This is an optimization exercise on Yosys and OpenROAD, whose aim is small area, not a production implementation.
Only simulation tests tie the RTL to the original design; equivalence was not proved.
Power is estimated from default activity; no workload was simulated.

==> harbor: inputs <==
==> flow/design.v <==
module top(
  input  clk,
  input  rst,
  input  pio48,
  output pio47
);
reg  [6:0] bd;
wire       tick = (bd == 7'd86);
always @(posedge clk)
  bd <= (bd >= 7'd86) ? 7'd0 : bd + 7'd1;
reg  [2:0] bc;
reg  [3:0] sc;
always @(posedge clk)
  if (rst) begin
    bc <= 3'd0;
    sc <= 4'd1;
  end else begin
    bc <= bc + 3'd1;
    if (bc == 3'd7) sc <= (sc == 4'd11) ? 4'd1 : sc + 4'd1;
  end
reg        txm;         
reg  [3:0] bitc;        
reg  [3:0] chc;         
reg  [7:0] sr;          
reg  [3:0] hold;        
reg  [2:0] cmd;         
reg  [3:0] S;           
reg        pend;        
reg        go;          
reg  [2:0] pc;          
reg        ph;          
reg        by;          
reg        cy;          
reg        f;           
reg [10:0] acc;
reg  [3:0] sig;         
reg        clr;         
reg        txd;
reg [87:0] ch0, ch1, ch2, ch3, ch4;
wire isA = (cmd == 3'b010);
wire isB = (cmd == 3'b011);
wire isC = (cmd == 3'b100);
wire isD = (cmd == 3'b101);
wire isE = (cmd == 3'b110);
wire isDE = isD | isE;
wire [3:0] lo4 = sr[3:0];
wire [3:0] up4 = sr[7:4];
wire isdig = (up4 == 4'h3) && (lo4 <= 4'd9);
wire islet = ((up4 == 4'h4) || (up4 == 4'h6)) && (lo4 >= 4'd1) && (lo4 <= 4'd6);
wire [3:0] dec = isdig ? lo4 : (islet ? lo4 + 4'd9 : 4'd0);
reg [4:0] sel;
always @(*)
  case (chc)
    4'd3, 4'd4:   sel = 5'b00001;
    4'd5, 4'd6:   sel = 5'b00010;
    4'd7, 4'd8:   sel = 5'b00100;
    4'd9, 4'd10:  sel = 5'b01000;
    4'd11, 4'd12: sel = 5'b10000;
    default:      sel = 5'b00000;
  endcase
wire hi = chc[0];     
wire [4:0] tails = {ch4[87], ch3[87], ch2[87], ch1[87], ch0[87]};
wire t = |(tails & sel);
wire win   = go & (sc == S);
wire step0 = win & (bc == 3'd0);
wire cpass = ~txm & isC;
wire arot  = (win & cpass) | ph;
wire first = cpass & (chc == 4'd3) & (pc == 3'd0);
wire ad = win & cpass & ((~hi & (pc == 3'd0)) ? ~t : (hold[0] & t));
wire cbit = (sig == 4'd2) | (sig == 4'd8) | (sig == 4'd9);
wire x = (first & ~(ph & (bc == 3'd3))) ? cbit : acc[0];
wire cinit = step0 | (win & (bc == 3'd4) & hi & ~cpass);
wire fa_a = cpass ? x : t;
wire fa_b = cpass ? ad : (hold[0] ^ isE);
wire fa_c = cinit ? isE : cy;
wire sum = fa_a ^ fa_b ^ fa_c;
wire co  = (fa_a & fa_b) | (fa_a & fa_c) | (fa_b & fa_c);
wire bycur = step0 ? 1'b0 : by;
wire wrap  = (sig == 4'd10);
wire wr = ~txm & win & ((isA & (bc[2] == hi)) |
                        (isDE & f & (hi ? ((pc == 3'd1) & bc[2]) : 1'b1)));
wire nb = isA ? hold[0] : sum;
wire hsh_w = ~txm & win & ((isA & (bc[2] == hi)) |
                           (isDE & (hi ? ((pc == 3'd1) & bc[2]) : 1'b1)));
wire pass_end = (win & (bc == 3'd7) & ~cpass) | (ph & (bc == 3'd3));
wire last = txm ? 1'b1 :
            isA ? 1'b1 :
            isDE ? (~hi | pc[0]) :
            (hi ? (pc == 3'd5) : (pc == 3'd4));
wire hsh = hsh_w | (cpass & ph & (bc == 3'd3) & ~(~hi & (pc == 3'd0)));
wire [1:0] k2 = bc[1:0];
wire cb = isB ? t : (isC ? (f ? (k2 == 2'd0) : (k2 == 2'd1)) : k2[1]);
wire [3:0] v = sr[7:4];
wire [7:0] hexc = (v < 4'd10) ? {4'h3, v} : {4'h4, v - 4'd9};
wire [2:0] kb = bitc[2:0] - 3'd1;
wire txbit = hexc[kb];
wire procneed = (cmd != 3'b000) & ~isB;
wire [4:0] heads;
genvar gi;
generate
  for (gi = 0; gi < 5; gi = gi + 1) begin : g_head
    assign heads[gi] = clr ? 1'b0 : ((wr & sel[gi]) ? nb : tails[gi]);
  end
endgenerate
always @(posedge clk) begin
  ch0 <= {ch0[86:0], heads[0]};
  ch1 <= {ch1[86:0], heads[1]};
  ch2 <= {ch2[86:0], heads[2]};
  ch3 <= {ch3[86:0], heads[3]};
  ch4 <= {ch4[86:0], heads[4]};
end
always @(posedge clk)
  if (rst) clr <= 1'b1;
  else if ((sc == 4'd11) && (bc == 3'd7)) clr <= 1'b0;
always @(posedge clk) begin
  if (cpass & arot) begin
    if (!bycur) cy <= wrap ? 1'b0 : co;
  end else if (win)
    cy <= co;
  if (arot) begin
    acc <= {(bycur ? x : sum), acc[10:1]};
    sig <= wrap ? 4'd0 : sig + 4'd1;
    by  <= bycur | wrap;
  end
  if (cpass & arot)
    f <= ((first & step0) ? 1'b0 : f) | (bycur ? ad : (wrap & co));
  else if (~txm & isDE & hi & (pc == 3'd0) & win)
    f <= ((bc == 3'd0) ? 1'b0 : f) | (t ^ isD);
  if (~txm & tick & (bitc == 4'd9) & (chc >= 4'd2))
    hold <= dec;
  else if (hsh)
    hold <= {1'b0, hold[3:1]};
  if (~txm & tick & (bitc >= 4'd1) & (bitc <= 4'd8))
    sr <= {pio48, sr[7:1]};
  else if (txm & win & (bc[2] == hi))
    sr <= {cb, sr[7:1]};
  if (~txm & tick & (bitc == 4'd9)) begin
    if (chc == 4'd0) begin
      cmd <= ((dec >= 4'd10) && (dec <= 4'd14)) ? dec[2:0] : 3'b000;
      sig <= 4'd5;
    end
    if (chc == 4'd1) begin
      S <= dec;
      if ((dec == 4'd0) || (dec >= 4'd12)) cmd <= 3'b000;
    end
  end
  if (bc == 3'd7) go <= pend;
  if (cpass & win & (bc == 3'd7)) ph <= 1'b1;
  else if (bc == 3'd3) ph <= 1'b0;
  if (pass_end) begin
    if (last) begin
      pend <= 1'b0;
      if (txm) bitc <= 4'd11;
    end else
      pc <= pc + 3'd1;
  end
  if (~txm & (chc == 4'd12) & ~pend) begin
    if (cmd != 3'b000) begin
      txm  <= 1'b1;
      chc  <= 4'd3;
      pend <= 1'b1;
      pc   <= 3'd0;
    end else
      chc <= 4'd0;
  end
  if (tick) begin
    if (~txm) begin
      if (bitc == 4'd0) begin
        if (~pio48) bitc <= 4'd1;
      end else if (bitc == 4'd9) begin
        bitc <= 4'd0;
        chc  <= chc + 4'd1;
        if (chc >= 4'd2) begin
          pend <= procneed;
          pc   <= 3'd0;
        end
      end else
        bitc <= bitc + 4'd1;
    end else begin
      if (bitc == 4'd11) begin
        bitc <= 4'd1;
        txd  <= 1'b0;
      end else if ((bitc >= 4'd1) && (bitc <= 4'd8)) begin
        bitc <= bitc + 4'd1;
        txd  <= txbit;
      end else if (bitc == 4'd9) begin
        bitc <= 4'd10;
        txd  <= 1'b1;
      end else if (bitc == 4'd10) begin
        bitc <= 4'd0;
        if (chc == 4'd12) begin
          txm <= 1'b0;
          chc <= 4'd0;
        end else begin
          chc  <= chc + 4'd1;
          pend <= 1'b1;
          pc   <= 3'd0;
        end
      end
    end
  end
  if (rst) begin
    txm  <= 1'b0;
    bitc <= 4'd0;
    chc  <= 4'd0;
    pend <= 1'b0;
    go   <= 1'b0;
    ph   <= 1'b0;
    txd  <= 1'b1;
  end
end
assign pio47 = txd;
endmodule
==> flow/run.sh <==
#!/bin/bash
# synth_recipe.tcl (not shown) runs the flow's synth.tcl, then flattens the netlist and writes it again
# the make line also repeats each setting of config.mk as NAME=value (left out here)
make -C /OpenROAD-flow-scripts/flow DESIGN_CONFIG=/design/flow/config.mk WORK_HOME=/design/flow/orfs CLKGATE_MAP_FILE= SYNTH_SCRIPT=/design/flow/synth_recipe.tcl finish
==> flow/config.mk <==
export PLATFORM = sky130hd
export DESIGN_NAME = top
export DESIGN_NICKNAME = top
export VERILOG_FILES = /design/flow/design.v
export SDC_FILE = /design/flow/constraint.sdc
export NUM_CORES = 8
export LEC_CHECK = 0
export CAP_MARGIN = 20
export CORE_MARGIN = 2
export CORE_UTILIZATION = 40
export SLEW_MARGIN = 20
==> flow/constraint.sdc <==
create_clock -name core_clock -period 20.0 [get_ports {clk}]
set_input_delay 4.0000 -clock core_clock [delete_from_list [all_inputs] [get_ports {clk}]]
set_output_delay 4.0000 -clock core_clock [all_outputs]
set_load 0.01 [all_outputs]
==> fjord (differences from harbor) <==
==> flow/design.v, changed modules only <==
module top(
  input  clk,
  input  rst,
  input  pio48,
  output pio47
);
reg  [6:0] bd;
wire       tick = (bd == 7'd86);
always @(posedge clk)
  bd <= (bd >= 7'd86) ? 7'd0 : bd + 7'd1;
reg  [2:0] bc;
reg  [3:0] sc;
always @(posedge clk)
  if (rst) begin
    bc <= 3'd0;
    sc <= 4'd1;
  end else begin
    bc <= bc + 3'd1;
    if (bc == 3'd7) sc <= (sc == 4'd11) ? 4'd1 : sc + 4'd1;
  end
reg        txm;         
reg  [3:0] bitc;        
reg  [3:0] chc;         
reg  [7:0] sr;          
reg  [3:0] hold;        
reg  [2:0] cmd;         
reg  [3:0] S;           
reg        pend;        
reg        go;          
reg        p1;          
reg        ph;          
reg        by;          
reg        cy;          
reg        f;           
reg [10:0] acc;
reg  [3:0] sig;         
reg        clr;         
reg        txd;
reg [87:0] ch0, ch1, ch2, ch3, ch4;
wire isA = (cmd == 3'b010);
wire isB = (cmd == 3'b011);
wire isC = (cmd == 3'b100);
wire isD = (cmd == 3'b101);
wire isE = (cmd == 3'b110);
wire isDE = isD | isE;
wire [3:0] lo4 = sr[3:0];
wire [3:0] up4 = sr[7:4];
wire isdig = (up4 == 4'h3) && (lo4 <= 4'd9);
wire islet = ((up4 == 4'h4) || (up4 == 4'h6)) && (lo4 >= 4'd1) && (lo4 <= 4'd6);
wire [3:0] dec = isdig ? lo4 : (islet ? lo4 + 4'd9 : 4'd0);
wire [2:0] fld = chc[3:1];
wire [4:0] sel = {fld == 3'd4, fld == 3'd3, fld == 3'd2, fld == 3'd1, fld == 3'd0};
wire hi = ~chc[0];     
wire [4:0] tails = {ch4[87], ch3[87], ch2[87], ch1[87], ch0[87]};
wire t = |(tails & sel);
wire win   = go & (sc == S);
wire step0 = win & (bc == 3'd0);
wire cpass = ~txm & isC;
wire arot  = (win & cpass) | ph;
wire first = cpass & (chc == 4'd0) & ~p1;
wire last11 = ph & (bc == 3'd3);        
wire nw = ~hi & (sig == {1'b0, bc});
wire ad = win & cpass & (nw ? ~t : (hold[0] & t));
wire cbit = (sig == 4'd2) | (sig == 4'd8) | (sig == 4'd9);
wire x = (first & ~last11) ? cbit : acc[0];
wire cinit = step0 | (win & (bc == 3'd4) & hi & ~cpass);
wire fa_a = cpass ? x : t;
wire fa_b = cpass ? ad : (hold[0] ^ isE);
wire fa_c = cinit ? isE : cy;
wire sum = fa_a ^ fa_b ^ fa_c;
wire co  = (fa_a & fa_b) | (fa_a & fa_c) | (fa_b & fa_c);
wire bycur = step0 ? 1'b0 : by;
wire wrap  = (sig == 4'd10);
wire demod = isDE & (hi ? (p1 & bc[2]) : 1'b1);
wire aw    = isA & (bc[2] == hi);
wire wr  = ~txm & win & (aw | (demod & f));
wire nb  = isA ? hold[0] : sum;
wire pass_end = (win & (bc == 3'd7) & ~cpass) | last11;
wire last = txm | isA | (isDE & (p1 | ~hi)) |
            (isC & (hi ? (sig == 4'd10) : (sig == 4'd4)));
wire hsh = (~txm & win & (aw | demod)) |
           (cpass & last11 & ~(~hi & (sig == 4'd0)));
wire [1:0] k2 = bc[1:0];
wire cb = isB ? t : (isC ? (f ? (k2 == 2'd0) : (k2 == 2'd1)) : k2[1]);
wire [3:0] v = sr[7:4];
wire [7:0] hexc = (v < 4'd10) ? {4'h3, v} : {4'h4, v - 4'd9};
wire txbit = hexc[bitc[2:0]];
wire procneed = (cmd != 3'b000) & ~isB;
wire cdone = tick & (bitc == 4'd0);
wire [4:0] heads;
genvar gi;
generate
  for (gi = 0; gi < 5; gi = gi + 1) begin : g_head
    assign heads[gi] = (wr & sel[gi]) ? nb : (tails[gi] & ~clr);
  end
endgenerate
always @(posedge clk) begin
  ch0 <= {ch0[86:0], heads[0]};
  ch1 <= {ch1[86:0], heads[1]};
  ch2 <= {ch2[86:0], heads[2]};
  ch3 <= {ch3[86:0], heads[3]};
  ch4 <= {ch4[86:0], heads[4]};
end
always @(posedge clk)
  if (rst) clr <= 1'b1;
  else if ((sc == 4'd11) && (bc == 3'd7)) clr <= 1'b0;
always @(posedge clk) begin
  if (cpass & arot) begin
    if (!bycur) cy <= wrap ? 1'b0 : co;
  end else if (win)
    cy <= co;
  if (arot) begin
    acc <= {(bycur ? x : sum), acc[10:1]};
    sig <= wrap ? 4'd0 : sig + 4'd1;
    by  <= bycur | wrap;
  end
  if (cpass & arot)
    f <= ((first & step0) ? 1'b0 : f) | (bycur ? ad : (wrap & co));
  else if (~txm & isDE & hi & ~p1 & win)
    f <= ((bc == 3'd0) ? 1'b0 : f) | (t ^ isD);
  if (~txm & cdone & (chc != 4'd13) & (chc != 4'd14))
    hold <= dec;
  else if (hsh)
    hold <= {1'b0, hold[3:1]};
  if ((~txm & tick & bitc[3]) | (txm & win & (bc[2] == hi)))
    sr <= {(txm ? cb : pio48), sr[7:1]};
  if (~txm & cdone) begin
    if (chc == 4'd13) begin
      cmd <= ((dec >= 4'd10) && (dec <= 4'd14)) ? dec[2:0] : 3'b000;
      sig <= 4'd5;
    end
    if (chc == 4'd14) begin
      S <= dec;
      if ((dec == 4'd0) || (dec >= 4'd12)) cmd <= 3'b000;
    end
  end
  if (bc == 3'd7) go <= pend;
  if (cpass & win & (bc == 3'd7)) ph <= 1'b1;
  else if (bc == 3'd3) ph <= 1'b0;
  if (pass_end) begin
    if (last) pend <= 1'b0;
    else      p1   <= 1'b1;
  end
  if (~txm & (chc == 4'd9) & ~pend) begin
    if (cmd != 3'b000) begin
      txm  <= 1'b1;
      chc  <= 4'd0;
      pend <= 1'b1;
    end else
      chc <= 4'd13;
  end
  if (tick) begin
    if (bitc == 4'd1) begin
      if (txm ? ~pend : ~pio48) begin
        bitc <= 4'd8;
        if (txm) txd <= 1'b0;
      end
    end else begin
      bitc <= bitc + 4'd1;
      if (txm) txd <= bitc[3] ? txbit : 1'b1;
      if (bitc == 4'd0) begin
        if (txm & (chc == 4'd9)) begin
          txm <= 1'b0;
          chc <= 4'd13;
        end else begin
          chc <= chc + 4'd1;
          if (txm | ((chc != 4'd13) & (chc != 4'd14))) begin
            pend <= txm | procneed;
            p1   <= 1'b0;
          end
        end
      end
    end
  end
  if (rst) begin
    txm  <= 1'b0;
    bitc <= 4'd1;
    chc  <= 4'd13;
    pend <= 1'b0;
    go   <= 1'b0;
    ph   <= 1'b0;
    txd  <= 1'b1;
  end
end
assign pio47 = txd;
endmodule
Settings changed: CORE_UTILIZATION 40 to 70, CTS_CLUSTER_DIAMETER set to 100, CTS_CLUSTER_SIZE set to 30.
==> run summary <==
|  | harbor | fjord |
|---|---|---|
| Cell count after synthesis | 940 | 879 |
| Post-Synth Adder-Cell Area | 2.86% | 2.01% |
| Share of cell area taken by flip-flops and latches | 68.6% | 76.9% |
| Final weighted congestion in routability-driven placement | 0.844 | 0.825 |
| DRC marker count from the first detailed-route iteration | 432 | 481 |
| Repair and plain buffers | 4 | 3 |
| Least-Margin Pin Slew | 0.960 ns | 0.912 ns |
| Dpl cell area | 13900 sq um | 13000 sq um |
| Fraction of area in multi-input gates | 16.8% | 16.1% |
| Sw frac | 21.1% | 19.1% |
| Pwr per Cell Area | 132 nW/um^2 | 111 nW/um^2 |
| Storage cell area | 10600 sq um | 10500 sq um |
| Startpoint of the most critical register-to-register path | cmd[0]$_DFFE_PP_ | chc[1]$_SDFF_PP0_ |
| Post-route worst hold slack | 0.316 ns | 0.328 ns |
| Final total power | 2.03 mW | 1.50 mW |
| Wire length on met3 | 933 microns | 821 microns |
| Met2 routed wirelength | 7140 microns | 9710 microns |
| Initial Utilization | 40.9% | 71.4% |
| Width of the die | 187 microns | 139 microns |
| Endpoint of the worst register-to-register path | ch4[0]$_SDFF_PP0_ | ch0[0]$_DFF_P_ |
| Category of the most critical setup path | in -> reg | reg -> out |
| Status | complete, no violations | complete, no violations |
| Worst clock skew | 0.0117 ns | 0.0239 ns |

## what the ideal ports hide
The results above use ideal ports. As a check the final layouts listed here were re-extracted and re-timed, cells and wires unchanged. Step 1, drivers: a clkbuf_16 drives clk and a buf_2 each remaining input, both assumed. Step 2, shift: input delay + t, output delay - t, t = (earliest + latest rising clock arrival at the registers) / 2. This alone moves slack from input paths to output paths. a / b / c = no drivers / after step 1 / after step 2; a / b = the first two.
| run | shift t [ns] | setup slack, ns | clock arrival spread, ns |
|---|---|---|---|
| harbor | 0.577 | 14.395 / 14.422 / 13.845 | 0.012 / 0.012 |
| fjord | 0.579 | 14.549 / 14.501 / 14.553 | 0.030 / 0.029 |
After both steps every run listed still meets setup and hold. The setup slack of harbor, which loses most, moves by +0.027 ns with the drivers and by -0.550 ns with both steps.
